Source: an optimization exercise on an open RTL-to-GDS flow (aim: small area and a short achievable clock period). Production flows keep margins and buffers that such runs may drop.
In this exercise RTL edits were held to simulation tests only and were not proved equivalent to the original.

## flow/design.v (module list and top-level ports; edited modules follow where they fit)
// module coeff_selector: 120 lines
// module iir_filter: 2184 lines
// module iir_fa: 4 lines
// module iir_ha: 4 lines
// module iir_variable_filter: 12 lines
module iir_variable_filter (
    input  wire               clk,
    input  wire               reset_n,
    input  wire        [8:0]  filter_index,
    input  wire signed [15:0] data_in,
    output wire signed [31:0] data_out
);
  // ...
==> flow/flow/run.sh <==
#!/bin/bash
# The standard layout (standard.sh: the standard flow's synthesis and ORFS flow, unchanged), except that the
# port buffers are the platform's smallest buffer (buffer_ports -buffer_cell) instead of the
# delay cell the resizer picks by default. make's full output goes to flow_make.log; ORFS keeps
# each step's own log under orfs/logs/.
set -euo pipefail
bash standard.sh "BUFFER_PORTS_ARGS=-buffer_cell sky130_fd_sc_hd__buf_1" finish > flow_make.log 2>&1
==> flow/standard.sh <==
#!/bin/bash
# synth_recipe.tcl (not shown) runs the flow's synth.tcl, then flattens the netlist and writes it again
# the make line also repeats each setting of config.mk as NAME=value (left out here)
make -C /OpenROAD-flow-scripts/flow DESIGN_CONFIG=/design/flow/config.mk WORK_HOME=/design/flow/orfs CLKGATE_MAP_FILE= SYNTH_SCRIPT=/design/flow/synth_recipe.tcl "${@:-finish}"
==> flow/config.mk <==
export PLATFORM = sky130hd
export DESIGN_NAME = iir_variable_filter
export DESIGN_NICKNAME = iir_variable_filter
export VERILOG_FILES = /design/flow/design.v
export SDC_FILE = /design/flow/constraint.sdc
export NUM_CORES = 4
export LEC_CHECK = 0
export CAP_MARGIN = 20
export CORE_MARGIN = 2
export CORE_UTILIZATION = 50
export CTS_BUF_LIST = sky130_fd_sc_hd__clkbuf_8
export SETUP_SLACK_MARGIN = 5
export SLEW_MARGIN = 20
export SYNTH_HIERARCHICAL = 1
==> flow/constraint.sdc <==
create_clock -name core_clock -period 15.0 [get_ports {clk}]
set_input_delay 3.0000 -clock core_clock [delete_from_list [all_inputs] [get_ports {clk}]]
set_output_delay 3.0000 -clock core_clock [all_outputs]
set_load 0.01 [all_outputs]
==> impl_results.md, run 1 <==
- Cell type with the highest occurrence count on the critical path: fa_1
- Via count of the routed design: 24200
- Run status: finished clean
- Area of the multi-input gates: 0.0258 mm^2
- Flip-flop cell with the highest count after synthesis: dfrtp_1
- Area post-placement: 0.0308 mm^2
- Number of I/O pins: 59
- Crit-path max cell delay: 610 ps
- Slew at the pin with the worst max-slew slack: 1110 ps
- Slew Limit Fails: 0
- Die area: 0.0617 mm^2
- Slowest stage cell, crit path: fa_2
- GRT met1 Usage: 49.6%
- Seq area share: 10.7%
- Dominant combinational cell family by area after synthesis: adder cells
- Largest cell class: multi-input combinational cells
- Vias in the first global route: 26100
- Sum of overflow across all layers after global routing: 0
- Post-Synth Adder-Cell Area: 45.5%
- Share of synthesized flip-flops with an asynchronous set or reset: 100%
- Bufs on Longest Clock Path: 2
- Synthesized Nets: 3485
- Worst Skew: 35.2 ps
- Endpoint of the worst hold path: IIR.x2[1]
- Max capacitance violation total: 0
- Critical register-to-register path endpoint: IIR.s[17]
- Core Rows: 89
- Share of cell area taken by muxes after synthesis: 0.340%
- Utilization of the core after routing: 55.7%
- Number of storage elements in the synthesis netlist: 141
- Slack of the critical path: 4970 ps
- Max Clk Rate: 0.0997 GHz
- Layout sequential cell count: 141
- Sum of net half-perimeters after detailed placement: 82.0 mm
- Startpoint type of the worst setup path: primary input
- Ant. Diodes: 4
- Worst Hold Launch: IIR.x1[1]
- Count of clock-net buffers in the final layout: 18
- Tapcell Cnt: 773
- Post-CTS setup repair buffer count: 21
==> run 2, diff against run 1 <==
--- a/flow/config.mk
+++ b/flow/config.mk
@@ -12,3 +12,4 @@
 export SETUP_SLACK_MARGIN = 5
 export SLEW_MARGIN = 20
 export SYNTH_HIERARCHICAL = 1
+export TNS_END_PERCENT = 0
==> impl_results.md, run 2 <==
- Worst-path clk slew: 120 ps (was 110 ps)
- TritonCTS Buffers: 17 (unchanged)
- Hold_ws: 397 ps (was 398 ps)
- Count of filler cells inserted in the layout: 5183 (was 5175)
- Largest net degree at the start of global routing: 55 (unchanged)
- Depth of the critical timing path with buffers and inverters included: 28 (unchanged)
- Share of final-layout standard cells stronger than drive strength 1: 13.7% (was 14.0%)
- Sum of overflow across all layers after global routing: 0 (unchanged)
- Unique masters post-synth: 79 (unchanged)
- Number of storage elements in the synthesis netlist: 141 (unchanged)
- Core Rows: 89 (unchanged)
- Share of synthesized flip-flops with an asynchronous set or reset: 100% (unchanged)
- Arrival @ worst endpoint: 10510 ps (was 10530 ps)
- Critical path capture point type: register (unchanged)
- Setup TNS: 0 ps (unchanged)
- Clock sink total: 141 (unchanged)
- H-tree depth reported by CTS: 4 (unchanged)
- Dominant combinational cell family by area after synthesis: adder cells (unchanged)
- Family with the most delay on the worst path: adder cells (unchanged)
- Number of I/O pins: 59 (unchanged)
- Starting utilization of the core area: 50.6% (unchanged)
- Slew at the pin with the worst max-slew slack: 1100 ps (was 1110 ps)
- Buffers plus inverters on the worst setup path: 7 (unchanged)
- Startpoint type of the worst setup path: primary input (unchanged)
- Worst Skew: 30.2 ps (was 35.2 ps)
- Sequential cell area in the final layout: 0.00353 mm^2 (unchanged)
- Area of the multi-input gates: 0.0258 mm^2 (unchanged)
- Count of flip-flops with a built-in enable after synthesis: 0 (unchanged)
- Wire length after detailed routing: 119 mm (was 120 mm)
- Max Clk Rate: 0.0998 GHz (was 0.0997 GHz)
- R2R depth: 23 (unchanged)
- Synthesized Nets: 3485 (unchanged)
- Time the worst path needs with I/O delays and setup: 10020 ps (was 10030 ps)
- Ranking of synthesized cells by area: fa_1 42%, xnor2_1 16%, dfrtp_1 12%, a22oi_1 11%, ha_1 3.6% (unchanged)
- Global-route wire length before repair: 175 mm (unchanged)
- Number of hold buffers added after CTS: 0 (unchanged)
- Slowest stage cell, crit path: fa_2 (unchanged)
- Most common library cells after synthesis: 624 x fa_1, 530 x xnor2_1, 434 x a22oi_1 (unchanged)
- Sum of net half-perimeters after detailed placement: 82.0 mm (unchanged)
- Number of port buffers: 58 (unchanged)
- CTS tree: built (unchanged)
- Termination of the worst setup path: IIR.y0[18] (unchanged)
- Post-synthesis instance total: 2748 (unchanged)
- Area post-placement: 0.0308 mm^2 (unchanged)
- Share of the yosys chip area belonging to registers: 11.8% (unchanged)
- Setup repair after global routing missed its margin: yes (unchanged)
- Post-Synth Adder-Cell Area: 45.5% (unchanged)
- Final Cycle Share: 66.8% (was 66.9%)
- Vertical die dimension: 248 um (unchanged)
- Mean area per synthesized cell: 10.9 um^2 (unchanged)
- Largest area contributor in the synthesized netlist: fa_1 (unchanged)
- Clock insertion delay at the later pin of the skew report: 590 ps (was 610 ps)
- Worst slack at placement: 3400 ps (unchanged)
- Critical register-to-register path endpoint: IIR.s[17] (unchanged)
- Setup crit start: filter_index[1] (unchanged)
- Residual antenna-violating net count after detailed routing: 0 (unchanged)
- Routed wire per std cell: 34.1 um (about the same)
- Most frequent cells in the layout: 599 x fa_1, 527 x xnor2_1, 421 x a22oi_1 (unchanged)
- Worst endpoint required time: 15490 ps (was 15500 ps)
- Max-slew headroom at the worst pin: 26.9% (was 26.2%)
- Final hold violation count: 0 (unchanged)
- Number of warnings issued by yosys: 8 (unchanged)
- Bufs on Longest Clock Path: 2 (unchanged)
- Via count of the routed design: 24000 (was 24200)
- Area fraction in compound gates after synthesis: 15.5% (unchanged)
- Final net count: 3448 (was 3455)
- Share of the synthesized area in the top cell type: 41.9% (unchanged)
- Cell with the most instances after synthesis: fa_1 (unchanged)
- Slew Limit Fails: 0 (unchanged)
- DRC violations left: 0 (unchanged)
- Crit-path max cell delay: 610 ps (about the same)
- Die area: 0.0617 mm^2 (unchanged)
- Root buf cell: clkbuf_8 (unchanged)
- Most common cell after layout, fill and taps aside: fa_1 (unchanged)
- Worst-case register-to-register setup slack: 6020 ps (was 6030 ps)
- Post-route cell area: 0.0328 mm^2 (was 0.0329 mm^2)
- XOR/XNOR Fraction of Synth Area: 16.9% (unchanged)
- Final number of setup-violating endpoints: 0 (unchanged)
- Detailed-router iteration count before antenna repair: 8 (was 7)
- Classification of the worst-slack hold path: register to register (unchanged)
- Die X: 248 um (unchanged)
- Flip-flop cell with the highest count after synthesis: dfrtp_1 (unchanged)
- Initial DRC count: 3059 (was 3066)
- Cell type with the highest occurrence count on the critical path: fa_1 (unchanged)
- Run status: finished clean (unchanged)
- Core area: 0.0590 mm^2 (unchanged)
- Worst Hold Launch: IIR.x1[1] (unchanged)
- Placer Congestion: 0.977 (unchanged)
- Share of cell area taken by muxes after synthesis: 0.340% (unchanged)
- Kind of critical path: primary input to register (unchanged)
- Syn-to-layout area delta: 9.84% (was 10.1%)
- Share of synthesized cell area in and, or, nand and nor gates: 5.25% (unchanged)
- Slack of the critical path: 4980 ps (was 4970 ps)
- Global router's overall resource usage: 40.0% (unchanged)
- Largest fanout on the critical path: 8 (unchanged)
- Startpoint of the worst-slack reg-to-reg timing path: IIR.r_x[0] (unchanged)
- Antenna violations before repair: 6 (unchanged)
- Max capacitance violation total: 0 (unchanged)
- Synthesized area: 0.0298 mm^2 (unchanged)
- Vias in the first global route: 26100 (unchanged)
- Mean number of vias per cell: 6.87 (was 6.88)
==> run 2: cell type report <==
cell class	instances	share of cell area, %
Antenna cell	3	0.0229
Clock buffer	18	0.756
Clock inverter	14	0.443
Inverter	50	0.615
Multi-Input combinational cell	2267	78.6
Sequential cell	141	10.8
Tap cell	773	2.95
Timing Repair Buffer	234	5.82
==> run 2: logic make-up after synthesis <==
group,Yosys count
buffers and inverters,340
AND/OR/NAND/NOR,332
flip-flops,141
multiplexers,10
AO/OA/AOI/OAI,640
XOR/XNOR,575
adder cells (fa/ha/maj),710
==> run 2: worst min-delay path by stage <==
| stage | cells after the start | slack, ps | endpoint |
|---|---|---|---|
| 4_1_cts | 0 | 400 | IIR.x2[1] |
| 6_report | 0 | 400 | IIR.x2[1] |
| 3_3_place_gp | 0 | 370 | IIR.x1[0] |
| 3_5_place_dp | 0 | 390 | IIR.x2[0] |
| 5_1_grt | 0 | 420 | IIR.x1[0] |
| 2_1_floorplan | 0 | 360 | IIR.x2[0] |
==> run 2: worst reg2reg max path, cell delays in order, from the launching register on <==
cell and delay [ps]:
dfrtp_1 400, ha_1 220, fa_1 390, fa_1 390
fa_1 400, fa_1 400, fa_1 400, fa_1 390
fa_1 400, fa_1 390, fa_1 390, fa_1 390
fa_1 390, fa_1 390, fa_1 410, fa_1 400
fa_1 530, fa_1 560, fa_1 420, ha_1 310
o21a_1 150, or2_1 230, fa_1 370, xor2_1 170
==> run 2: stage by stage <==
step                cells  utilization, %
finish               3500            55.5
global route         3499            55.5
CTS                  3438            53.8
detailed placement   3382            52.1
global placement     3382            52.1
floorplan            2748               -
==> run 2: timing repair <==
action | CTS | global route
gates cloned | 3 | 5
pin swaps | 10 | 64
endpoints found under the setup margin | 18 | 16
endpoints found under the hold margin | 0 | 0
setup buffers | 21 | 54
resized for setup | 91 | 142
==> run 2: per-layer routing <==
layer / track usage, % / routed length (um)
met1: 49.6 / 42100
met2: 60.6 / 53000
met3: 12.6 / 15000
met4: 25.5 / 9280
met5: 0 / 25
==> run 2: per-module statistics from Yosys (local to each module, per instance), a selection <==
| module | area (um^2) | copies in the design | cells |
|---|---|---|---|
| iir_ha | 12.5 | 22 | 1 |
| coeff_selector | 1710 | 1 | 273 |
| iir_filter | 15500 | 1 | 1834 |
| iir_fa | 20.0 | 619 | 1 |
==> run 3, diff against run 2 <==
--- a/flow/config.mk
+++ b/flow/config.mk
@@ -5,11 +5,11 @@
 export SDC_FILE = /design/flow/constraint.sdc
 export NUM_CORES = 4
 export LEC_CHECK = 0
-export CAP_MARGIN = 20
+export CAP_MARGIN = 5
 export CORE_MARGIN = 2
 export CORE_UTILIZATION = 50
 export CTS_BUF_LIST = sky130_fd_sc_hd__clkbuf_8
 export SETUP_SLACK_MARGIN = 5
-export SLEW_MARGIN = 20
+export SLEW_MARGIN = 5
 export SYNTH_HIERARCHICAL = 1
 export TNS_END_PERCENT = 0
==> impl_results.md, run 3 <==
- Unique masters post-synth: 79 (unchanged)
- CTS tree: built (unchanged)
- Cell with the most instances after synthesis: fa_1 (unchanged)
- Final net count: 3448 (unchanged)
- H-tree depth reported by CTS: 4 (unchanged)
- Number of hold buffers added after CTS: 0 (unchanged)
- Sum of net half-perimeters after detailed placement: 82.0 mm (unchanged)
- Routed wire per std cell: 34.1 um (unchanged)
- Slew Limit Fails: 0 (unchanged)
- Number of placed instances, taps included: 3382 (unchanged)
- Area fraction in compound gates after synthesis: 15.5% (unchanged)
- Arrival @ worst endpoint: 10510 ps (about the same)
- Max-slew headroom at the worst pin: 26.9% (unchanged)
- Final Cycle Share: 66.8% (unchanged)
- Bufs on Longest Clock Path: 2 (unchanged)
- Clock sink total: 141 (unchanged)
- Die area: 0.0617 mm^2 (unchanged)
- Largest net degree at the start of global routing: 55 (unchanged)
- Area post-placement: 0.0308 mm^2 (unchanged)
- Mean area per synthesized cell: 10.9 um^2 (unchanged)
- Post-synthesis instance total: 2748 (unchanged)
- Max capacitance violation total: 0 (unchanged)
- Number of storage elements in the synthesis netlist: 141 (unchanged)
- Placer Congestion: 0.977 (unchanged)
- Max Clk Rate: 0.0998 GHz (unchanged)
- Non-Filler Instances: 3500 (unchanged)
- Critical path capture point type: register (unchanged)
- Residual antenna-violating net count after detailed routing: 0 (unchanged)
- Count of flip-flops with a built-in enable after synthesis: 0 (unchanged)
- TritonCTS Buffers: 17 (unchanged)
- Most common library cells after synthesis: 624 x fa_1, 530 x xnor2_1, 434 x a22oi_1 (unchanged)
- Syn-to-layout area delta: 9.84% (unchanged)
- Antenna violations before repair: 6 (unchanged)
- Worst Skew: 30.2 ps (unchanged)
- Startpoint type of the worst setup path: primary input (unchanged)
- Final hold violation count: 0 (unchanged)
- Setup TNS: 0 ps (unchanged)
- XOR/XNOR Fraction of Synth Area: 16.9% (unchanged)
- Share of the synthesized area in the top cell type: 41.9% (unchanged)
- Final number of setup-violating endpoints: 0 (unchanged)
- Worst endpoint required time: 15490 ps (about the same)
- R2R depth: 23 (unchanged)
- Time the worst path needs with I/O delays and setup: 10020 ps (unchanged)
- Initial DRC count: 3059 (unchanged)
- Number of I/O pins: 59 (unchanged)
- Sum of overflow across all layers after global routing: 0 (unchanged)
- DRC violations left: 0 (unchanged)
- Share of the yosys chip area belonging to registers: 11.8% (unchanged)
- Number of warnings issued by yosys: 8 (unchanged)
- Run status: finished clean (unchanged)
- Share of final-layout standard cells stronger than drive strength 1: 13.7% (unchanged)
- Vertical die dimension: 248 um (unchanged)
- Synthesized area: 0.0298 mm^2 (unchanged)
- Largest area contributor in the synthesized netlist: fa_1 (unchanged)
- Largest fanout on the critical path: 8 (unchanged)
- Core area: 0.0590 mm^2 (unchanged)
- Global-route wire length before repair: 175 mm (unchanged)
- Share of synthesized cell area in and, or, nand and nor gates: 5.25% (unchanged)
- Synthesized Nets: 3485 (unchanged)
- Global router's overall resource usage: 40.0% (unchanged)
- Share of cell area taken by muxes after synthesis: 0.340% (unchanged)
- Most common cell after layout, fill and taps aside: fa_1 (unchanged)
- Ranking of synthesized cells by area: fa_1 42%, xnor2_1 16%, dfrtp_1 12%, a22oi_1 11%, ha_1 3.6% (unchanged)
- Setup repair after global routing missed its margin: yes (unchanged)
- Post-route cell area: 0.0328 mm^2 (unchanged)
- Starting utilization of the core area: 50.6% (unchanged)
- Number of port buffers: 58 (unchanged)
- Dominant combinational cell family by area after synthesis: adder cells (unchanged)
- Most frequent cells in the layout: 599 x fa_1, 527 x xnor2_1, 421 x a22oi_1 (unchanged)
- Kind of critical path: primary input to register (unchanged)
- Via count of the routed design: 24000 (unchanged)
- Root buf cell: clkbuf_8 (unchanged)
- Core Rows: 89 (unchanged)
- Post-Synth Adder-Cell Area: 45.5% (unchanged)
- Clock insertion delay at the later pin of the skew report: 590 ps (about the same)
- Wire length after detailed routing: 119 mm (unchanged)
- Share of synthesized flip-flops with an asynchronous set or reset: 100% (unchanged)
- Flip-flop cell with the highest count after synthesis: dfrtp_1 (unchanged)
- Slew at the pin with the worst max-slew slack: 1100 ps (unchanged)
- Vias in the first global route: 26100 (unchanged)
- Classification of the worst-slack hold path: register to register (unchanged)
- Worst-path clk slew: 120 ps (about the same)
- Mean number of vias per cell: 6.87 (unchanged)
- Detailed-router iteration count before antenna repair: 8 (unchanged)
- Number of cells on the worst hold path: 0 (unchanged)
- Die X: 248 um (unchanged)
==> run 3: cell counts after synthesis <==
Identical to the previous run, type by type.
==> run 3: critical path, stage by stage <==
cell        delay, ps
buf_8             100
buf_12            130
clkinvlp_4        140
buf_6             120
ha_4              220
nor3_4             60
buf_6             150
or3_4             400
o211ai_1          160
clkbuf_8          250
buf_12            120
a22oi_2            50
xnor2_1           240
fa_1              490
fa_2              610
fa_2              460
fa_2              390
fa_1              560
fa_1              460
fa_1              540
ha_4              300
and3_4            180
nand2_2            60
o21a_4            240
o211a_4           300
nor3_4            360
a31oi_4           150
o311ai_2          260
==> run 3: cell families (layout without fill, tap and decap cells) <==
group                      after synthesis  count (layout)
other                                    0               3
and+or+nand+nor                        332             332
buffers and inverters                  340             316
DFF                                    141             141
muxes                                   10              10
adders and majority gates              710             710
AOI/OAI and AO/OA                      640             640
xor gates and xnor gates               575             575
==> run 3: final timing paths <==
path / slack (ps) / end / from
max: 4980 / IIR.y0[18] / filter_index[1]
max in group asynchronous: 10600 / IIR.y0[18] / reset_n
min in group asynchronous: 2490 / IIR.x1[3] / reset_n
min reg2reg: 400 / IIR.x2[1] / IIR.x1[1]
max reg2reg: 6020 / IIR.s[17] / IIR.r_x[0]
min: 400 / IIR.x2[1] / IIR.x1[1]
==> run 3: routing by layer <==
metal / GRT usage [%] / wire length [um] / part of all wire (%)
met1: 49.6 / 42100 / 35
met2: 60.6 / 53000 / 44
met3: 12.6 / 15000 / 13
met4: 25.5 / 9280 / 7.8
met5: 0 / 25 / 0.021
==> run 3: Yosys stat by module, one instance, submodules excluded, excerpt <==
module          times used  area [um^2]  cells  flip-flops and latches
iir_filter               1        15500   1834                     141
coeff_selector           1         1710    273                       0
iir_fa                 619         20.0      1                       0
iir_ha                  22         12.5      1                       0
==> run 3: through the flow <==
stage	hold WS, ps	utilization, %	setup WS, ps
detailed placement	387	52.1	3400
global placement	368	52.1	3450
global route	421	55.5	4900
CTS	400	53.8	5000
finish	397	55.5	4980
floorplan	357	-	5000
==> run 3: what timing repair did <==
item	in CTS	in global routing
setup endpoints to repair	18	16
pin swaps	10	64
buffers inserted	21	54
resized for setup	91	142
gates cloned	3	5
==> run 3: cell type report <==
type,instances,area [um^2]
antenna,3,7.51
clock buffer,18,248
clock inverter,14,145
fill,5183,26200
inverter,50,201
multi-input combinational,2267,25800
sequential,141,3530
tap,773,967
timing repair buffer,234,1910
==> run 4, diff against run 3 <==
==> flow/config.mk (replaced) <==
export PLATFORM = sky130hd
export DESIGN_NAME = iir_variable_filter
export DESIGN_NICKNAME = iir_variable_filter
export VERILOG_FILES = /design/flow/design.v
export SDC_FILE = /design/flow/constraint.sdc
export NUM_CORES = 4
export LEC_CHECK = 0
export CAP_MARGIN = 20
export CORE_MARGIN = 2
export CORE_UTILIZATION = 50
export CTS_BUF_LIST = sky130_fd_sc_hd__clkbuf_8 sky130_fd_sc_hd__clkbuf_16
export SETUP_SLACK_MARGIN = 5
export SLEW_MARGIN = 20
export SYNTH_HIERARCHICAL = 1
export TNS_END_PERCENT = 0
==> impl_results.md, run 4 <==
- Most common cell after layout, fill and taps aside: fa_1 (unchanged)
- Final net count: 3452 (was 3448)
- Starting utilization of the core area: 50.6% (unchanged)
- Max Clk Rate: 0.0998 GHz (about the same)
- Sum of net half-perimeters after detailed placement: 82.0 mm (unchanged)
- Antenna violations before repair: 4 (was 6)
- Number of I/O pins: 59 (unchanged)
- Residual antenna-violating net count after detailed routing: 0 (unchanged)
- Area post-placement: 0.0308 mm^2 (unchanged)
- H-tree depth reported by CTS: 4 (unchanged)
- Time the worst path needs with I/O delays and setup: 10020 ps (about the same)
- Count of filler cells inserted in the layout: 5120 (was 5183)
- TritonCTS Buffers: 17 (unchanged)
- Sum of overflow across all layers after global routing: 0 (unchanged)
- CTS tree: built (unchanged)
- Max-slew headroom at the worst pin: 20.7% (was 26.9%)
- Number of placed instances, taps included: 3382 (unchanged)
- Clock sink total: 141 (unchanged)
- Synthesized area: 0.0298 mm^2 (unchanged)
- Most frequent cells in the layout: 591 x fa_1, 522 x xnor2_1, 414 x a22oi_1 (was 599 x fa_1, 527 x xnor2_1, 421 x a22oi_1)
- Vertical die dimension: 248 um (unchanged)
- Largest area contributor in the synthesized netlist: fa_1 (unchanged)
- Wire length after detailed routing: 121 mm (was 119 mm)
- Worst-path clk slew: 80 ps (was 120 ps)
- Share of synthesized flip-flops with an asynchronous set or reset: 100% (unchanged)
- Number of port buffers: 58 (unchanged)
- Core Rows: 89 (unchanged)
- Initial DRC count: 3115 (was 3059)
- Largest net degree at the start of global routing: 55 (unchanged)
- Run status: finished clean (unchanged)
- Vias in the first global route: 26200 (was 26100)
- Number of warnings issued by yosys: 8 (unchanged)
- Clock insertion delay at the later pin of the skew report: 510 ps (was 590 ps)
- Classification of the worst-slack hold path: register to register (unchanged)
- Die X: 248 um (unchanged)
- Non-Filler Instances: 3503 (was 3500)
- Final hold violation count: 0 (unchanged)
- Kind of critical path: primary input to register (unchanged)
- Unique masters post-synth: 79 (unchanged)
- Slew at the pin with the worst max-slew slack: 1190 ps (was 1100 ps)
- Top Layer Used: met5 (unchanged)
- Count of flip-flops with a built-in enable after synthesis: 0 (unchanged)
- Global router's overall resource usage: 40.3% (was 40.0%)
- Critical path capture point type: register (unchanged)
- Via count of the routed design: 24100 (was 24000)
- Final Cycle Share: 66.8% (about the same)
- Share of final-layout standard cells stronger than drive strength 1: 15.2% (was 13.7%)
- Ranking of synthesized cells by area: fa_1 42%, xnor2_1 16%, dfrtp_1 12%, a22oi_1 11%, ha_1 3.6% (unchanged)
- Startpoint of the worst-slack reg-to-reg timing path: IIR.r_x[0] (unchanged)
- DRC violations left: 0 (unchanged)
- Placer Congestion: 0.977 (unchanged)
- Flip-flop cell with the highest count after synthesis: dfrtp_1 (unchanged)
- Detailed-router iteration count before antenna repair: 7 (was 8)
- Hold_ws: 397 ps (about the same)
- Synthesized Nets: 3485 (unchanged)
- Startpoint type of the worst setup path: primary input (unchanged)
- Share of the yosys chip area belonging to registers: 11.8% (unchanged)
- Post-synthesis instance total: 2748 (unchanged)
- Number of storage elements in the synthesis netlist: 141 (unchanged)
- Core area: 0.0590 mm^2 (unchanged)
- Post-route cell area: 0.0333 mm^2 (was 0.0328 mm^2)
- Global-route wire length before repair: 176 mm (was 175 mm)
- Slew Limit Fails: 0 (unchanged)
- Setup crit start: filter_index[1] (unchanged)
- Arrival @ worst endpoint: 10430 ps (was 10510 ps)
- Max capacitance violation total: 0 (unchanged)
- Area of the multi-input gates: 0.0260 mm^2 (was 0.0258 mm^2)
- Routed wire per std cell: 34.6 um (was 34.1 um)
- Worst Skew: 19.2 ps (was 30.2 ps)
- Cell with the most instances after synthesis: fa_1 (unchanged)
- Root buf cell: clkbuf_16 (was clkbuf_8)
- Sequential cell area in the final layout: 0.00353 mm^2 (unchanged)
- Most common library cells after synthesis: 624 x fa_1, 530 x xnor2_1, 434 x a22oi_1 (unchanged)
- Routed length on met3: 15.4 mm (was 15.0 mm)
- Number of hold buffers added after CTS: 0 (unchanged)
- Setup repair after global routing missed its margin: yes (unchanged)
- Worst endpoint required time: 15410 ps (was 15490 ps)
- Share of the synthesized area in the top cell type: 41.9% (unchanged)
- Setup TNS: 0 ps (unchanged)
- Detail Route met2 WL: 53.5 mm (was 53.0 mm)
- Mean number of vias per cell: 6.88 (was 6.87)
- Die area: 0.0617 mm^2 (unchanged)
- Syn-to-layout area delta: 11.7% (was 9.84%)
- Bufs on Longest Clock Path: 2 (unchanged)
- Largest fanout on the critical path: 8 (unchanged)
- Worst Hold Launch: IIR.r_x[0] (was IIR.x1[1])
- Mean area per synthesized cell: 10.9 um^2 (unchanged)
- Final number of setup-violating endpoints: 0 (unchanged)
- Routed met1 length: 42.8 mm (was 42.1 mm)
## run 4: final timing paths
path / to / slack [ps] / cells past startpoint
max reg2reg: IIR.s[17] / 6020 / 23
min: IIR.x1[0] / 400 / 0
max in group asynchronous: IIR.y0[18] / 10510 / 3
max: IIR.y0[18] / 4980 / 28
min in group asynchronous: IIR.r_x[10] / 2580 / 1
min reg2reg: IIR.x1[0] / 400 / 0
## run 4: final cells by class
| type | instances | share of cell area, % |
|---|---|---|
| clock inverters | 14 | 0.435 |
| multi-input cells | 2268 | 78.0 |
| repair buffers | 237 | 6.13 |
| diodes | 2 | 0.0150 |
| inverters | 50 | 0.604 |
| well taps | 773 | 2.90 |
| flip-flops and latches | 141 | 10.6 |
| clock buffers | 18 | 1.32 |
## run 4: repair_timing
| action | in CTS | in global routing |
|---|---|---|
| setup buffers | 35 | 39 |
| gates resized for setup | 121 | 166 |
| gates cloned | 5 | 8 |
| pin swaps | 21 | 84 |
| endpoints found under the setup margin | 19 | 16 |
## run 4: cell families after synthesis
logic type	count (synthesis)	share of synthesized area, %
compound gates	640	15.5
xor+xnor	575	16.9
fa+ha+maj	710	45.5
buf+inv	340	4.72
flops	141	11.8
mux	10	0.340
simple gates	332	5.25
## run 4: metal layers
layer | vias up | global-route usage, %
li1 | 9203 | -
met1 | 12400 | 50.2
met2 | 1912 | 60.5
met3 | 558 | 12.9
met4 | 2 | 25.8
met5 | - | 0
## run 4: modules after synthesis, one instance, submodules excluded, excerpt
module,cells,flops+latches
iir_filter,1834,141
iir_fa,1,0
iir_ha,1,0
coeff_selector,273,0
## run 4: stage by stage
step                      setup slack [ps]  util (%)
final                                 4980      56.5
after global routing                  4870      56.5
after CTS                             5000      54.6
after detailed placement              3400      52.1
after global placement                3450      52.1
after floorplan                       5000         -
## run 4: critical path, cell delays in order
cell	delay [ps]
buf_6	110
buf_12	130
clkinvlp_4	140
buf_6	130
ha_4	210
nor3_4	60
buf_6	140
or3_4	400
o211ai_1	140
buf_4	180
buf_12	150
a22oi_1	90
xnor2_1	260
fa_1	480
fa_1	600
fa_1	460
fa_1	410
fa_1	540
fa_1	440
fa_1	490
ha_4	310
and3_4	190
nand2_2	60
o21a_4	250
o211a_4	280
nor3_4	350
a31oi_4	150
o311ai_2	260
==> run 5, diff against run 4 <==
--- a/flow/config.mk
+++ b/flow/config.mk
@@ -9,7 +9,7 @@
 export CORE_MARGIN = 2
 export CORE_UTILIZATION = 50
 export CTS_BUF_LIST = sky130_fd_sc_hd__clkbuf_8 sky130_fd_sc_hd__clkbuf_16
-export SETUP_SLACK_MARGIN = 5
+export SETUP_SLACK_MARGIN = 4
 export SLEW_MARGIN = 20
 export SYNTH_HIERARCHICAL = 1
 export TNS_END_PERCENT = 0
==> impl_results.md, run 5 <==
- Run status: finished clean (unchanged)
- Buffers plus inverters on the worst setup path: 3 (was 7)
- Critical path capture point type: register (unchanged)
- Sum of overflow across all layers after global routing: 0 (unchanged)
- Worst endpoint required time: 15420 ps (was 15410 ps)
- Utilization of the core after routing: 53.6% (was 56.5%)
- Cell with the most instances after synthesis: fa_1 (unchanged)
- Largest fanout on the critical path: 50 (was 8)
- Syn-to-layout area delta: 5.99% (was 11.7%)
- Arrival @ worst endpoint: 11220 ps (was 10430 ps)
- Setup repair after global routing missed its margin: yes (unchanged)
- Max-slew headroom at the worst pin: 22.2% (was 20.7%)
- Clock sink total: 141 (unchanged)
- CTS tree: built (unchanged)
- Share of synthesized flip-flops with an asynchronous set or reset: 100% (unchanged)
- Worst-path cell chain: buf_4 -> buf_6 -> a211o_1 -> buf_4 -> a22oi_1 -> xnor2_1 -> fa_1 -> fa_1 -> fa_1 -> fa_1 -> fa_1 -> fa_1 -> fa_1 -> ha_1 -> a21o_1 -> a21oi_1 -> o21ai_0 -> o211ai_1 -> o211a_1 -> nor3_4 -> a31oi_1 -> mux2i_1
- Most common cell after layout, fill and taps aside: fa_1 (unchanged)
- Slew at the pin with the worst max-slew slack: 1170 ps (was 1190 ps)
- Share of the yosys chip area belonging to registers: 11.8% (unchanged)
- Share of final-layout standard cells stronger than drive strength 1: 8.15% (was 15.2%)
- Global-route wire length before repair: 169 mm (was 176 mm)
- Classification of the worst-slack hold path: register to register (unchanged)
- Worst Skew: 33.8 ps (was 19.2 ps)
- Kind of critical path: primary input to register (unchanged)
- Post-synthesis instance total: 2748 (unchanged)
- H-tree depth reported by CTS: 4 (unchanged)
- Synthesized Nets: 3485 (unchanged)
- Cell type with the highest occurrence count on the critical path: fa_1 (unchanged)
- Vertical die dimension: 248 um (unchanged)
- Die area: 0.0617 mm^2 (unchanged)
- Slowest stage cell, crit path: a211o_1 (was fa_1)
- Initial DRC count: 2651 (was 3115)
- Share of the synthesized area in the top cell type: 41.9% (unchanged)
- Most common library cells after synthesis: 624 x fa_1, 530 x xnor2_1, 434 x a22oi_1 (unchanged)
- Ranking of synthesized cells by area: fa_1 42%, xnor2_1 16%, dfrtp_1 12%, a22oi_1 11%, ha_1 3.6% (unchanged)
- Root buf cell: clkbuf_16 (unchanged)
- Antenna violations before repair: 2 (was 4)
- Sum of net half-perimeters after detailed placement: 80.0 mm (was 82.0 mm)
- Worst Hold Launch: IIR.x1[0] (was IIR.r_x[0])
- Number of I/O pins: 59 (unchanged)
- Detailed-router iteration count before antenna repair: 5 (was 7)
- Residual antenna-violating net count after detailed routing: 0 (unchanged)
- Most frequent cells in the layout: 624 x fa_1, 530 x xnor2_1, 434 x a22oi_1 (was 591 x fa_1, 522 x xnor2_1, 414 x a22oi_1)
- Crit-path max cell delay: 820 ps (was 600 ps)
- Placer Congestion: 0.993 (was 0.977)
- Mean number of vias per cell: 6.80 (was 6.88)
- Final net count: 3374 (was 3452)
- Core area: 0.0590 mm^2 (unchanged)
- Bufs on Longest Clock Path: 2 (unchanged)
- DRC violations left: 0 (unchanged)
- Die X: 248 um (unchanged)
- Largest net degree at the start of global routing: 79 (was 55)
- Startpoint type of the worst setup path: primary input (unchanged)
- Global router's overall resource usage: 38.4% (was 40.3%)
- Number of port buffers: 58 (unchanged)
- Unique masters post-synth: 79 (unchanged)
- Setup TNS: 0 ps (unchanged)
- Max capacitance violation total: 0 (unchanged)
- Final hold violation count: 0 (unchanged)
- Largest area contributor in the synthesized netlist: fa_1 (unchanged)
- TritonCTS Buffers: 17 (unchanged)
- Flip-flop cell with the highest count after synthesis: dfrtp_1 (unchanged)
- Core Rows: 89 (unchanged)
- Number of storage elements in the synthesis netlist: 141 (unchanged)
- Family with the most delay on the worst path: adder cells (unchanged)
- Final number of setup-violating endpoints: 0 (unchanged)
- Time the worst path needs with I/O delays and setup: 10800 ps (was 10020 ps)
- Mean area per synthesized cell: 10.9 um^2 (unchanged)
- Count of flip-flops with a built-in enable after synthesis: 0 (unchanged)
- Clock insertion delay at the later pin of the skew report: 520 ps (was 510 ps)
- Vias in the first global route: 25000 (was 26200)
- Starting utilization of the core area: 50.6% (unchanged)
- Slew Limit Fails: 0 (unchanged)
- Max Clk Rate: 0.0926 GHz (was 0.0998 GHz)
- Routed wire per std cell: 33.1 um (was 34.6 um)
- Setup crit start: filter_index[4] (was filter_index[1])
- Number of hold buffers added after CTS: 0 (unchanged)
- Synthesized area: 0.0298 mm^2 (unchanged)
- Via count of the routed design: 23300 (was 24100)
- Final Cycle Share: 72.0% (was 66.8%)
- Worst-path clk slew: 70 ps (was 80 ps)
- Startpoint of the worst-slack reg-to-reg timing path: IIR.r_x[0] (unchanged)
- Wire length after detailed routing: 113 mm (was 121 mm)
- Number of warnings issued by yosys: 8 (unchanged)
run 5: changes by cell type in the layout (fill, tap and decap cells not counted), moves of 12 or more:
cell     delta
buf_4      -19
buf_6      -25
fa_2       -33
fa_1       +33
ha_1       +14
buf_12     -14
a22oi_1    +20
ha_4       -15
o21ai_0    +12
a22oi_2    -20
run 5: routing by layer:
metal,share of wire [%],GRT usage [%]
met5,0,0
met4,7.5,24.4
met3,11,9.39
met2,45,57.7
met1,37,49.9
run 5: timing repair:
item	in CTS	in global routing
resized for setup	12	25
pin swaps	2	0
gates cloned	1	1
setup endpoints to repair	16	11
setup buffers	6	3
run 5: Yosys stat by module (local to each module, per instance), a selection:
module / copies in the design / cells / cell area [um^2]
iir_ha: 22 / 1 / 12.5
coeff_selector: 1 / 273 / 1710
iir_fa: 619 / 1 / 20.0
iir_filter: 1 / 1834 / 15500
run 5: per-stage QoR:
stage	hold slack, ps	instances	setup WS [ps]	cell area, um^2
global placement	371	3379	2860	30700
floorplan	357	2748	4590	29800
finish	394	3425	4200	31600
detailed placement	379	3379	2800	30700
global route	411	3423	4000	31600
CTS	397	3418	4030	31400
run 5: cells by family (layout without fill, tap and decap cells):
logic type | count (synthesis) | in the layout | synth area share [%]
adder cells (fa/ha/maj) | 710 | 710 | 45.5
AO/OA/AOI/OAI | 640 | 642 | 15.5
XOR/XNOR | 575 | 575 | 16.9
multiplexers | 10 | 10 | 0.340
other | 0 | 2 | 0
flip-flops | 141 | 141 | 11.8
AND/OR/NAND/NOR | 332 | 332 | 5.25
buffers and inverters | 340 | 240 | 4.72
run 5: final cells by class:
cell class                      instances  area [um^2]
Fill cell                            5196        27400
Sequential cell                       141         3530
Clock buffer                           17          425
Tap cell                              773          967
Timing Repair Buffer                  158         1040
Inverter                               50          188
Multi-Input combinational cell       2269        25300
Clock inverter                         15          203
Antenna cell                            2         5.00
run 5: final timing paths:
path	endpoint	slack, ps	cells past startpoint
setup / recovery	IIR.y0[17]	4200	22
hold / removal	IIR.x2[0]	390	0
setup reg to reg	IIR.s[17]	6130	23
hold reg to reg	IIR.x2[0]	390	0
max in group asynchronous	IIR.y2[14]	10810	4
min in group asynchronous	IIR.r_x[13]	2480	2
==> run 6, diff against run 5 <==
--- a/flow/config.mk
+++ b/flow/config.mk
@@ -5,11 +5,12 @@
 export SDC_FILE = /design/flow/constraint.sdc
 export NUM_CORES = 4
 export LEC_CHECK = 0
+export ABC_AREA = 1
 export CAP_MARGIN = 20
 export CORE_MARGIN = 2
 export CORE_UTILIZATION = 50
 export CTS_BUF_LIST = sky130_fd_sc_hd__clkbuf_8 sky130_fd_sc_hd__clkbuf_16
-export SETUP_SLACK_MARGIN = 4
+export SETUP_SLACK_MARGIN = 5
 export SLEW_MARGIN = 20
 export SYNTH_HIERARCHICAL = 1
 export TNS_END_PERCENT = 0
==> impl_results.md, run 6 <==
- Run status: finished clean (unchanged)
- Non-Filler Instances: 3803 (was 3425)
- Synthesized area: 0.0300 mm^2 (was 0.0298 mm^2)
- Share of synthesized flip-flops with an asynchronous set or reset: 100% (unchanged)
- Number of cells on the worst hold path: 0 (unchanged)
- Wire length after detailed routing: 119 mm (was 113 mm)
- Hold_ws: 389 ps (was 394 ps)
- Placer Congestion: 1.06 (was 0.993)
- Final net count: 3754 (was 3374)
- Bufs on Longest Clock Path: 2 (unchanged)
- Residual antenna-violating net count after detailed routing: 0 (unchanged)
- Critical path capture point type: register (unchanged)
- Worst Hold Launch: IIR.x1[0] (unchanged)
- Mean number of vias per cell: 6.56 (was 6.80)
- Starting utilization of the core area: 50.7% (was 50.6%)
- Number of hold buffers added after CTS: 0 (unchanged)
- Slew at the pin with the worst max-slew slack: 950 ps (was 1170 ps)
- Worst-path clk slew: 70 ps (about the same)
- Number of port buffers: 58 (unchanged)
- Flip-flop cell with the highest count after synthesis: dfrtp_1 (unchanged)
- Ranking of synthesized cells by area: fa_1 42%, xor2_1 16%, dfrtp_1 12%, o22ai_1 9.3%, nand2_1 4.6% (was fa_1 42%, xnor2_1 16%, dfrtp_1 12%, a22oi_1 11%, ha_1 3.6%)
- Sum of net half-perimeters after detailed placement: 91.3 mm (was 80.0 mm)
- Via count of the routed design: 24900 (was 23300)
- Final hold violation count: 0 (unchanged)
- Time the worst path needs with I/O delays and setup: 9890 ps (was 10800 ps)
- Vertical die dimension: 249 um (was 248 um)
- Share of the synthesized area in the top cell type: 41.7% (was 41.9%)
- Sum of overflow across all layers after global routing: 0 (unchanged)
- TritonCTS Buffers: 17 (unchanged)
- Worst-case register-to-register setup slack: 5950 ps (was 6130 ps)
- Setup TNS: 0 ps (unchanged)
- Max-slew headroom at the worst pin: 36.7% (was 22.2%)
- Clock insertion delay at the later pin of the skew report: 510 ps (was 520 ps)
- Die area: 0.0619 mm^2 (was 0.0617 mm^2)
- Global-route wire length before repair: 176 mm (was 169 mm)
- Number of placed instances, taps included: 3722 (was 3379)
- Die X: 249 um (was 248 um)
- Detailed-router iteration count before antenna repair: 5 (unchanged)
- Max Clk Rate: 0.101 GHz (was 0.0926 GHz)
- Largest net degree at the start of global routing: 76 (was 79)
- Number of warnings issued by yosys: 8 (unchanged)
- CTS tree: built (unchanged)
- Startpoint type of the worst setup path: primary input (unchanged)
- Global router's overall resource usage: 39.3% (was 38.4%)
- Classification of the worst-slack hold path: register to register (unchanged)
- Share of the yosys chip area belonging to registers: 11.8% (about the same)
- Slack of the critical path: 5110 ps (was 4200 ps)
- Final Cycle Share: 66.0% (was 72.0%)
- Max capacitance violation total: 0 (unchanged)
- Most common cell after layout, fill and taps aside: fa_1 (unchanged)
- H-tree depth reported by CTS: 4 (unchanged)
- Largest area contributor in the synthesized netlist: fa_1 (unchanged)
- Kind of critical path: primary input to register (unchanged)
- Root buf cell: clkbuf_16 (unchanged)
- Setup repair after global routing missed its margin: yes (unchanged)
- Endpoint of the worst hold path: IIR.x2[0] (unchanged)
- Most frequent cells in the layout: 619 x fa_1, 543 x xor2_1, 442 x o22ai_1 (was 624 x fa_1, 530 x xnor2_1, 434 x a22oi_1)
- Unique masters post-synth: 45 (was 79)
- Critical register-to-register path endpoint: IIR.s[17] (unchanged)
- Worst endpoint required time: 15380 ps (was 15420 ps)
- Ant. Diodes: 0 (was 2)
- Mean area per synthesized cell: 9.86 um^2 (was 10.9 um^2)
- Vias in the first global route: 26200 (was 25000)
- Core area: 0.0591 mm^2 (was 0.0590 mm^2)
- R2R depth: 24 (was 23)
- Share of final-layout standard cells stronger than drive strength 1: 9.11% (was 8.15%)
- Routed wire per std cell: 31.3 um (was 33.1 um)
- Clock sink total: 141 (unchanged)
- Worst slack at placement: 3320 ps (was 2800 ps)
- Cell with the most instances after synthesis: fa_1 (unchanged)
- Startpoint of the worst-slack reg-to-reg timing path: IIR.r_x[0] (unchanged)
- Most common library cells after synthesis: 624 x fa_1, 545 x xor2_1, 447 x o22ai_1 (was 624 x fa_1, 530 x xnor2_1, 434 x a22oi_1)
- Initial DRC count: 3034 (was 2651)
- Number of storage elements in the synthesis netlist: 141 (unchanged)
- Number of I/O pins: 59 (unchanged)
- Antenna violations before repair: 1 (was 2)
- Core Rows: 89 (unchanged)
- Final number of setup-violating endpoints: 0 (unchanged)
- Slew Limit Fails: 0 (unchanged)
- Largest fanout on the critical path: 21 (was 50)
- Worst Skew: 23.9 ps (was 33.8 ps)
- Syn-to-layout area delta: 7.32% (was 5.99%)
- Count of flip-flops with a built-in enable after synthesis: 0 (unchanged)
- Synthesized Nets: 3777 (was 3485)
- Arrival @ worst endpoint: 10270 ps (was 11220 ps)
- DRC violations left: 0 (unchanged)
- Post-synthesis instance total: 3040 (was 2748)
## run 6: logic make-up (layout without fill, tap and decap cells)
kind of cell	after synthesis	count (layout)	synth area share, %
AO/OA/AOI/OAI	593	593	12.0
XOR/XNOR	567	567	16.6
adder cells (fa/ha/maj)	710	710	45.3
buffers and inverters	497	486	6.97
flip-flops	141	141	11.8
AND/OR/NAND/NOR	532	533	7.39
## run 6: layout make-up
class                           instances  area, um^2
Fill cell                            5391       27000
Clock buffer                           17         425
Clock inverter                         15         171
Timing Repair Buffer                  165        1160
Multi-Input combinational cell       2403       24700
Sequential cell                       141        3530
Inverter                              289        1230
Tap cell                              773         967
## run 6: per-stage QoR
stage          util [%]  instance area (um^2)
2_1_floorplan         -                 30000
3_3_place_gp       51.8                 30600
3_5_place_dp       51.8                 30600
4_1_cts            53.3                 31500
5_1_grt            54.4                 32200
6_report           54.4                 32200
## run 6: layer usage
metal	track usage (%)	share of wire [%]
met5	0	0
met4	24.3	7.3
met3	11.3	12
met2	57.2	43
met1	51.8	37
## run 6: repair_timing
action / in CTS / in global routing
resized for setup: 80 / 72
endpoints found under the setup margin: 19 / 16
pin swaps: 3 / 5
buffers inserted: 10 / 38
endpoints found under the hold margin: 0 / 0
gates cloned: 0 / 1
## run 6: critical path, stage by stage
cell        delay (ps)
clkbuf_4           230
clkinvlp_4         200
buf_4              190
ha_4               190
inv_1              140
nand2_1            230
nand2_1            150
buf_4              480
xor2_1             470
fa_1               540
fa_1               550
fa_1               500
fa_1               580
fa_1               450
fa_1               560
fa_1               420
ha_1               360
nand2_1            100
inv_2               80
nand2_1             60
nor2_2             150
nand2_2            160
nor3_2             160
nand2_2             80
a21oi_1            160
nor2_1              70
## run 6: worst max-delay path by stage
| stage | startpoint | end | slack [ps] | cells after the start |
|---|---|---|---|---|
| floorplan | filter_index[0] | IIR.y0[4] | 5260 | 29 |
| global route | filter_index[1] | IIR.y0[16] | 4910 | 28 |
| finish | filter_index[0] | IIR.y0[14] | 5110 | 26 |
| global placement | filter_index[3] | IIR.y0[4] | 3370 | 27 |
| detailed placement | filter_index[0] | IIR.y0[4] | 3320 | 28 |
| CTS | filter_index[3] | IIR.y0[4] | 4970 | 27 |
## run 6: per-module statistics from Yosys, one instance, submodules excluded, excerpt
module	area, um^2	copies in the design	flops+latches	cells inside
coeff_selector	1600	1	0	316
iir_fa	20.0	619	0	1
iir_filter	15700	1	141	2083
iir_ha	12.5	22	0	1
==> run 7, diff against run 6 <==
--- a/flow/config.mk
+++ b/flow/config.mk
@@ -10,6 +10,8 @@
 export CORE_MARGIN = 2
 export CORE_UTILIZATION = 50
 export CTS_BUF_LIST = sky130_fd_sc_hd__clkbuf_8 sky130_fd_sc_hd__clkbuf_16
+export CTS_CLUSTER_DIAMETER = 100
+export CTS_CLUSTER_SIZE = 30
 export SETUP_SLACK_MARGIN = 5
 export SLEW_MARGIN = 20
 export SYNTH_HIERARCHICAL = 1
==> impl_results.md, run 7 <==
- Run status: finished clean (unchanged)
- Number of I/O pins: 59 (unchanged)
- Largest fanout on the critical path: 21 (unchanged)
- Largest net degree at the start of global routing: 76 (unchanged)
- Number of placed instances, taps included: 3722 (unchanged)
- Slew at the pin with the worst max-slew slack: 950 ps (unchanged)
- XOR/XNOR Fraction of Synth Area: 16.6% (unchanged)
- Final number of setup-violating endpoints: 0 (unchanged)
- Share of synthesized cell area in and, or, nand and nor gates: 7.39% (unchanged)
- Worst endpoint required time: 15380 ps (about the same)
- Share of cell area taken by muxes after synthesis: 0% (unchanged)
- Core Rows: 89 (unchanged)
- Critical path capture point type: register (unchanged)
- Hold_ws: 389 ps (unchanged)
- Final Cycle Share: 66.0% (unchanged)
- Final net count: 3754 (unchanged)
- Mean area per synthesized cell: 9.86 um^2 (unchanged)
- Routed wire per std cell: 31.3 um (unchanged)
- Detailed-router iteration count before antenna repair: 5 (unchanged)
- Area fraction in compound gates after synthesis: 12.0% (unchanged)
- Global-route wire length before repair: 176 mm (unchanged)
- Sum of overflow across all layers after global routing: 0 (unchanged)
- TritonCTS Buffers: 17 (unchanged)
- Most common cell after layout, fill and taps aside: fa_1 (unchanged)
- Area post-placement: 0.0306 mm^2 (unchanged)
- Vias in the first global route: 26200 (unchanged)
- Global router's overall resource usage: 39.3% (unchanged)
- Post-synthesis instance total: 3040 (unchanged)
- Max capacitance violation total: 0 (unchanged)
- Count of flip-flops with a built-in enable after synthesis: 0 (unchanged)
- Largest area contributor in the synthesized netlist: fa_1 (unchanged)
- Flip-flop cell with the highest count after synthesis: dfrtp_1 (unchanged)
- Share of synthesized flip-flops with an asynchronous set or reset: 100% (unchanged)
- Placer Congestion: 1.06 (unchanged)
- Share of the synthesized area in the top cell type: 41.7% (unchanged)
- Non-Filler Instances: 3803 (unchanged)
- Time the worst path needs with I/O delays and setup: 9890 ps (unchanged)
- Setup repair after global routing missed its margin: yes (unchanged)
- Post-Synth Adder-Cell Area: 45.3% (unchanged)
- Share of final-layout standard cells stronger than drive strength 1: 9.11% (unchanged)
- Max Clk Rate: 0.101 GHz (unchanged)
- Ranking of synthesized cells by area: fa_1 42%, xor2_1 16%, dfrtp_1 12%, o22ai_1 9.3%, nand2_1 4.6% (unchanged)
- Kind of critical path: primary input to register (unchanged)
- Via count of the routed design: 24900 (unchanged)
- Residual antenna-violating net count after detailed routing: 0 (unchanged)
- Worst-path clk slew: 70 ps (about the same)
- Startpoint type of the worst setup path: primary input (unchanged)
- Syn-to-layout area delta: 7.32% (unchanged)
- Bufs on Longest Clock Path: 2 (unchanged)
- Number of storage elements in the synthesis netlist: 141 (unchanged)
- Die X: 249 um (unchanged)
- Slew Limit Fails: 0 (unchanged)
- Classification of the worst-slack hold path: register to register (unchanged)
- DRC violations left: 0 (unchanged)
- Worst Skew: 23.9 ps (unchanged)
- Die area: 0.0619 mm^2 (unchanged)
- Number of port buffers: 58 (unchanged)
- Wire length after detailed routing: 119 mm (unchanged)
- CTS tree: built (unchanged)
- Synthesized Nets: 3777 (unchanged)
- Mean number of vias per cell: 6.56 (unchanged)
- Sum of net half-perimeters after detailed placement: 91.3 mm (unchanged)
- Vertical die dimension: 249 um (unchanged)
- Initial DRC count: 3034 (unchanged)
- Antenna violations before repair: 1 (unchanged)
- Dominant combinational cell family by area after synthesis: adder cells (unchanged)
- Number of warnings issued by yosys: 8 (unchanged)
- Setup TNS: 0 ps (unchanged)
- Share of the yosys chip area belonging to registers: 11.8% (unchanged)
- Cell with the most instances after synthesis: fa_1 (unchanged)
- Starting utilization of the core area: 50.7% (unchanged)
- Most common library cells after synthesis: 624 x fa_1, 545 x xor2_1, 447 x o22ai_1 (unchanged)
- Final hold violation count: 0 (unchanged)
- Ant. Diodes: 0 (unchanged)
- Max-slew headroom at the worst pin: 36.7% (unchanged)
- Arrival @ worst endpoint: 10270 ps (about the same)
- Synthesized area: 0.0300 mm^2 (unchanged)
- Core area: 0.0591 mm^2 (unchanged)
- Post-route cell area: 0.0322 mm^2 (unchanged)
- Most frequent cells in the layout: 619 x fa_1, 543 x xor2_1, 442 x o22ai_1 (unchanged)
- H-tree depth reported by CTS: 4 (unchanged)
- Clock sink total: 141 (unchanged)
- Root buf cell: clkbuf_16 (unchanged)
- Clock insertion delay at the later pin of the skew report: 510 ps (about the same)
- Number of hold buffers added after CTS: 0 (unchanged)
- Unique masters post-synth: 45 (unchanged)
-- run 7: cells by family after synthesis --
group | after synthesis
buffers and inverters | 497
XOR/XNOR | 567
AO/OA/AOI/OAI | 593
AND/OR/NAND/NOR | 532
flip-flops | 141
adder cells (fa/ha/maj) | 710
-- run 7: path summary, 6_finish.rpt --
check,from,to,cells after the start,slack (ps)
min in group asynchronous,reset_n,IIR.y2[18],1,2400
max in group asynchronous,reset_n,IIR.r_x[10],2,11360
max,filter_index[0],IIR.y0[14],26,5110
min reg2reg,IIR.x1[0],IIR.x2[0],0,390
max reg2reg,IIR.r_x[0],IIR.s[17],24,5950
min,IIR.x1[0],IIR.x2[0],0,390
-- run 7: per-module statistics from Yosys, one instance, submodules excluded, excerpt --
module / cells inside / flops+latches / area, um^2
iir_fa: 1 / 0 / 20.0
iir_ha: 1 / 0 / 12.5
coeff_selector: 316 / 0 / 1600
iir_filter: 2083 / 141 / 15700
-- run 7: critical path: stages --
cell        delay, ps
clkbuf_4          230
clkinvlp_4        200
buf_4             190
ha_4              190
inv_1             140
nand2_1           230
nand2_1           150
buf_4             480
xor2_1            470
fa_1              540
fa_1              550
fa_1              500
fa_1              580
fa_1              450
fa_1              560
fa_1              420
ha_1              360
nand2_1           100
inv_2              80
nand2_1            60
nor2_2            150
nand2_2           160
nor3_2            160
nand2_2            80
a21oi_1           160
nor2_1             70
-- run 7: per-layer routing --
| layer | up-vias | GRT usage (%) | routed length [um] |
|---|---|---|---|
| li1 | 9890 | - | - |
| met1 | 12500 | 51.8 | 44200 |
| met2 | 2030 | 57.2 | 51300 |
| met3 | 490 | 11.3 | 14800 |
| met4 | 0 | 24.3 | 8730 |
| met5 | - | 0 | 0 |
-- run 7: layout make-up --
type                    count  area [um^2]
clock buffers              17          425
clock inverters            15          171
fillers                  5391        27000
inverters                 289         1230
multi-input cells        2403        24700
flip-flops and latches    141         3530
well taps                 773          967
repair buffers            165         1160
-- run 7: repair_timing --
item	4_1_cts	5_1_grt
endpoints found under the setup margin	19	16
buffers inserted	10	38
pin swaps	3	5
gates resized for setup	80	72
gates cloned	0	1
-- run 7: stage by stage --
step           util, %  worst slack (ps)
2_1_floorplan        -              5260
3_3_place_gp      51.8              3370
3_5_place_dp      51.8              3320
4_1_cts           53.3              4970
5_1_grt           54.4              4910
6_report          54.4              5110
==> run 8, diff against run 7 <==
==> flow/flow/run.sh (replaced) <==
#!/bin/bash
# The standard layout (standard.sh: the standard flow's synthesis and ORFS flow, unchanged), except that the
# port buffers are the platform's smallest buffer (buffer_ports -buffer_cell) instead of the
# delay cell the resizer picks by default, and repair_timing aims for 6 ns of setup slack. make's full output goes to flow_make.log; ORFS keeps
# each step's own log under orfs/logs/.
set -euo pipefail
bash standard.sh "BUFFER_PORTS_ARGS=-buffer_cell sky130_fd_sc_hd__buf_1" SETUP_SLACK_MARGIN=6 finish > flow_make.log 2>&1
--- a/flow/config.mk
+++ b/flow/config.mk
@@ -10,8 +10,6 @@
 export CORE_MARGIN = 2
 export CORE_UTILIZATION = 50
 export CTS_BUF_LIST = sky130_fd_sc_hd__clkbuf_8 sky130_fd_sc_hd__clkbuf_16
-export CTS_CLUSTER_DIAMETER = 100
-export CTS_CLUSTER_SIZE = 30
 export SETUP_SLACK_MARGIN = 5
 export SLEW_MARGIN = 20
 export SYNTH_HIERARCHICAL = 1
==> impl_results.md, run 8 <==
- Run status: finished clean (unchanged)
- Count of filler cells inserted in the layout: 4998 (was 5391)
- Vertical die dimension: 249 um (unchanged)
- Sum of overflow across all layers after global routing: 0 (unchanged)
- Detailed-router iteration count before antenna repair: 7 (was 5)
- Arrival @ worst endpoint: 9790 ps (was 10270 ps)
- Final hold violation count: 0 (unchanged)
- Slack of the critical path: 5690 ps (was 5110 ps)
- TritonCTS Buffers: 17 (unchanged)
- CTS tree: built (unchanged)
- Vias in the first global route: 27800 (was 26200)
- Critical path capture point type: register (unchanged)
- Setup repair after global routing missed its margin: yes (unchanged)
- Die area: 0.0619 mm^2 (unchanged)
- Final net count: 3883 (was 3754)
- Max Clk Rate: 0.107 GHz (was 0.101 GHz)
- Share of synthesized flip-flops with an asynchronous set or reset: 100% (unchanged)
- Number of I/O pins: 59 (unchanged)
- Wire length after detailed routing: 132 mm (was 119 mm)
- Post-synthesis instance total: 3040 (unchanged)
- Antenna violations before repair: 1 (unchanged)
- Cell type with the highest occurrence count on the critical path: fa_1 (unchanged)
- Worst slack at placement: 3080 ps (was 3320 ps)
- Worst endpoint required time: 15470 ps (was 15380 ps)
- Max capacitance violation total: 0 (unchanged)
- Area post-placement: 0.0309 mm^2 (was 0.0306 mm^2)
- Share of the synthesized area in the top cell type: 41.7% (unchanged)
- Max-slew headroom at the worst pin: 34.9% (was 36.7%)
- Slew at the pin with the worst max-slew slack: 977 ps (was 950 ps)
- Share of the yosys chip area belonging to registers: 11.8% (unchanged)
- Setup TNS: 0 ps (unchanged)
- H-tree depth reported by CTS: 4 (unchanged)
- Global-route wire length before repair: 193 mm (was 176 mm)
- Most frequent cells in the layout: 559 x fa_1, 527 x xor2_1, 397 x o22ai_1 (was 619 x fa_1, 543 x xor2_1, 442 x o22ai_1)
- Final number of setup-violating endpoints: 0 (unchanged)
- Largest fanout on the critical path: 7 (was 21)
- Worst Skew: 38.7 ps (was 23.9 ps)
- Number of hold buffers added after CTS: 0 (unchanged)
- Bufs on Longest Clock Path: 2 (unchanged)
- Startpoint type of the worst setup path: primary input (unchanged)
- Ranking of synthesized cells by area: fa_1 42%, xor2_1 16%, dfrtp_1 12%, o22ai_1 9.3%, nand2_1 4.6% (unchanged)
- Initial DRC count: 3497 (was 3034)
- Mean area per synthesized cell: 9.86 um^2 (unchanged)
- Classification of the worst-slack hold path: register to register (unchanged)
- Number of warnings issued by yosys: 8 (unchanged)
- Worst-path clk slew: 110 ps (was 70 ps)
- Count of flip-flops with a built-in enable after synthesis: 0 (unchanged)
- Routed wire per std cell: 33.5 um (was 31.3 um)
- Sum of net half-perimeters after detailed placement: 94.8 mm (was 91.3 mm)
- Flip-flop cell with the highest count after synthesis: dfrtp_1 (unchanged)
- Kind of critical path: primary input to register (unchanged)
- Syn-to-layout area delta: 17.6% (was 7.32%)
- Share of final-layout standard cells stronger than drive strength 1: 20.0% (was 9.11%)
- Ant. Diodes: 0 (unchanged)
- Residual antenna-violating net count after detailed routing: 0 (unchanged)
- Core area: 0.0591 mm^2 (unchanged)
- Slowest stage cell, crit path: fa_1 (unchanged)
- Largest area contributor in the synthesized netlist: fa_1 (unchanged)
- Core Rows: 89 (unchanged)
- Mean number of vias per cell: 6.60 (was 6.56)
- Clock sink total: 141 (unchanged)
- Most common cell after layout, fill and taps aside: fa_1 (unchanged)
- Number of storage elements in the synthesis netlist: 141 (unchanged)
- Number of port buffers: 58 (unchanged)
- Via count of the routed design: 25900 (was 24900)
- DRC violations left: 0 (unchanged)
- Hold_ws: 394 ps (was 389 ps)
- Most common library cells after synthesis: 624 x fa_1, 545 x xor2_1, 447 x o22ai_1 (unchanged)
- Placer Congestion: 1.01 (was 1.06)
- Global router's overall resource usage: 43.6% (was 39.3%)
- Synthesized area: 0.0300 mm^2 (unchanged)
- Clock insertion delay at the later pin of the skew report: 530 ps (was 510 ps)
- Die X: 249 um (unchanged)
- Cell with the most instances after synthesis: fa_1 (unchanged)
- Time the worst path needs with I/O delays and setup: 9310 ps (was 9890 ps)
- Crit-path max cell delay: 610 ps (was 580 ps)
- Post-route cell area: 0.0352 mm^2 (was 0.0322 mm^2)
- Unique masters post-synth: 45 (unchanged)
- Starting utilization of the core area: 50.7% (unchanged)
- Root buf cell: clkbuf_16 (unchanged)
- Slew Limit Fails: 0 (unchanged)
- Largest net degree at the start of global routing: 79 (was 76)
- Synthesized Nets: 3777 (unchanged)
- Final Cycle Share: 62.1% (was 66.0%)
==> run 8: cell counts after synthesis <==
Identical to the previous run, type by type.
==> run 8: through the flow <==
step	utilization [%]	cells
finish	59.6	3932
CTS	59.0	3919
detailed placement	52.3	3717
global placement	52.3	3717
floorplan	-	3040
global route	59.6	3932
==> run 8: final cells by class <==
| cell class | instances | area [um^2] | area share (%) |
|---|---|---|---|
| timing repair inverter | 6 | 46.3 | 0.131 |
| multi-input combinational | 2404 | 26000 | 73.8 |
| clock inverter | 15 | 201 | 0.572 |
| timing repair buffer | 287 | 2610 | 7.41 |
| clock buffer | 17 | 425 | 1.21 |
| tap | 773 | 967 | 2.74 |
| sequential | 141 | 3530 | 10.0 |
| inverter | 289 | 1450 | 4.10 |
==> run 8: worst paths after layout <==
path | end | slack, ps | cells after the start | startpoint
max | IIR.y0[3] | 5690 | 30 | filter_index[1]
min | IIR.x2[0] | 390 | 0 | IIR.x1[0]
max reg2reg | IIR.s[17] | 5990 | 24 | IIR.r_x[0]
min reg2reg | IIR.x2[0] | 390 | 0 | IIR.x1[0]
max in group asynchronous | IIR.y0[0] | 11540 | 2 | reset_n
min in group asynchronous | IIR.y1[18] | 2370 | 1 | reset_n
==> run 8: per-module statistics from Yosys (local to each module, per instance), a selection <==
module	cell area (um^2)	times used	cells inside	flops+latches
iir_fa	20.0	619	1	0
coeff_selector	1600	1	316	0
iir_filter	15700	1	2083	141
iir_ha	12.5	22	1	0
==> run 8: what timing repair did <==
item / 4_1_cts / 5_1_grt
cloned: 13 / 0
buffers inserted: 157 / 12
setup endpoints to repair: 22 / 21
pin swaps: 112 / 46
gates resized for setup: 400 / 46
==> run 8: metal layers <==
metal	part of all wire [%]	global-route usage (%)
met1	36	55.5
met4	8.2	29.3
met2	42	63.2
met5	0.011	0
met3	13	14.6
==> run 8: cells by family (layout without fill, tap and decap cells) <==
group | count (synthesis) | after routing | synth area share, %
AOI/OAI and AO/OA | 593 | 593 | 12.0
xor gates and xnor gates | 567 | 567 | 16.6
adders and majority gates | 710 | 710 | 45.3
buffers and inverters | 497 | 614 | 6.97
DFF | 141 | 141 | 11.8
and+or+nand+nor | 532 | 534 | 7.39
==> run 8: critical path, delay by kind of cell <==
kind	cells	cell delay (ps)
buf+inv	10	1110
xor+xnor	1	190
fa+ha+maj	10	4400
compound gates	3	380
simple gates	6	660

## static timing again, ports no longer ideal
The results above use ideal ports. As a check the final layouts listed here were re-extracted and re-timed, cells and wires unchanged.
Step 1: set_driving_cell puts a clkbuf_16 on clk and a buf_2 on each other input, an assumption about the parent block.
Step 2, shift: input delay + t, output delay - t, t = (earliest + latest rising clock arrival at the registers) / 2. This alone moves slack from input paths to output paths.
a / b / c = ideal ports / drivers / drivers and shift; a / b = the first two.
run | t, ns | slack for setup (ns) | worst setup path after step 2 | slew at the worst register clock pin (ns) | worst slew at a driven data input, ns
run 1 | 0.652 | 4.968 / 4.969 / 4.317 | input to register | 0.12 / 0.12 | 0.08
run 2 | 0.644 | 4.976 / 4.978 / 4.334 | input to register | 0.12 / 0.12 | 0.08
run 3 | 0.644 | 4.976 / 4.978 / 4.334 | input to register | 0.12 / 0.12 | 0.08
run 4 | 0.562 | 4.977 / 4.977 / 4.415 | input to register | 0.08 / 0.08 | 0.09
run 5 | 0.566 | 4.202 / 4.239 / 3.673 | input to register | 0.10 / 0.10 | 0.08
run 6 | 0.558 | 5.107 / 5.143 / 4.585 | input to register | 0.09 / 0.09 | 0.04
run 7 | 0.558 | 5.107 / 5.143 / 4.585 | input to register | 0.09 / 0.09 | 0.04
run 8 | 0.580 | 5.688 / 5.672 / 5.093 | input to register | 0.11 / 0.11 | 0.08
After both steps setup and hold are still met in every run listed. For run 1, which loses most, drivers alone change the setup slack by +0.001 ns; drivers and shift together by -0.651 ns.
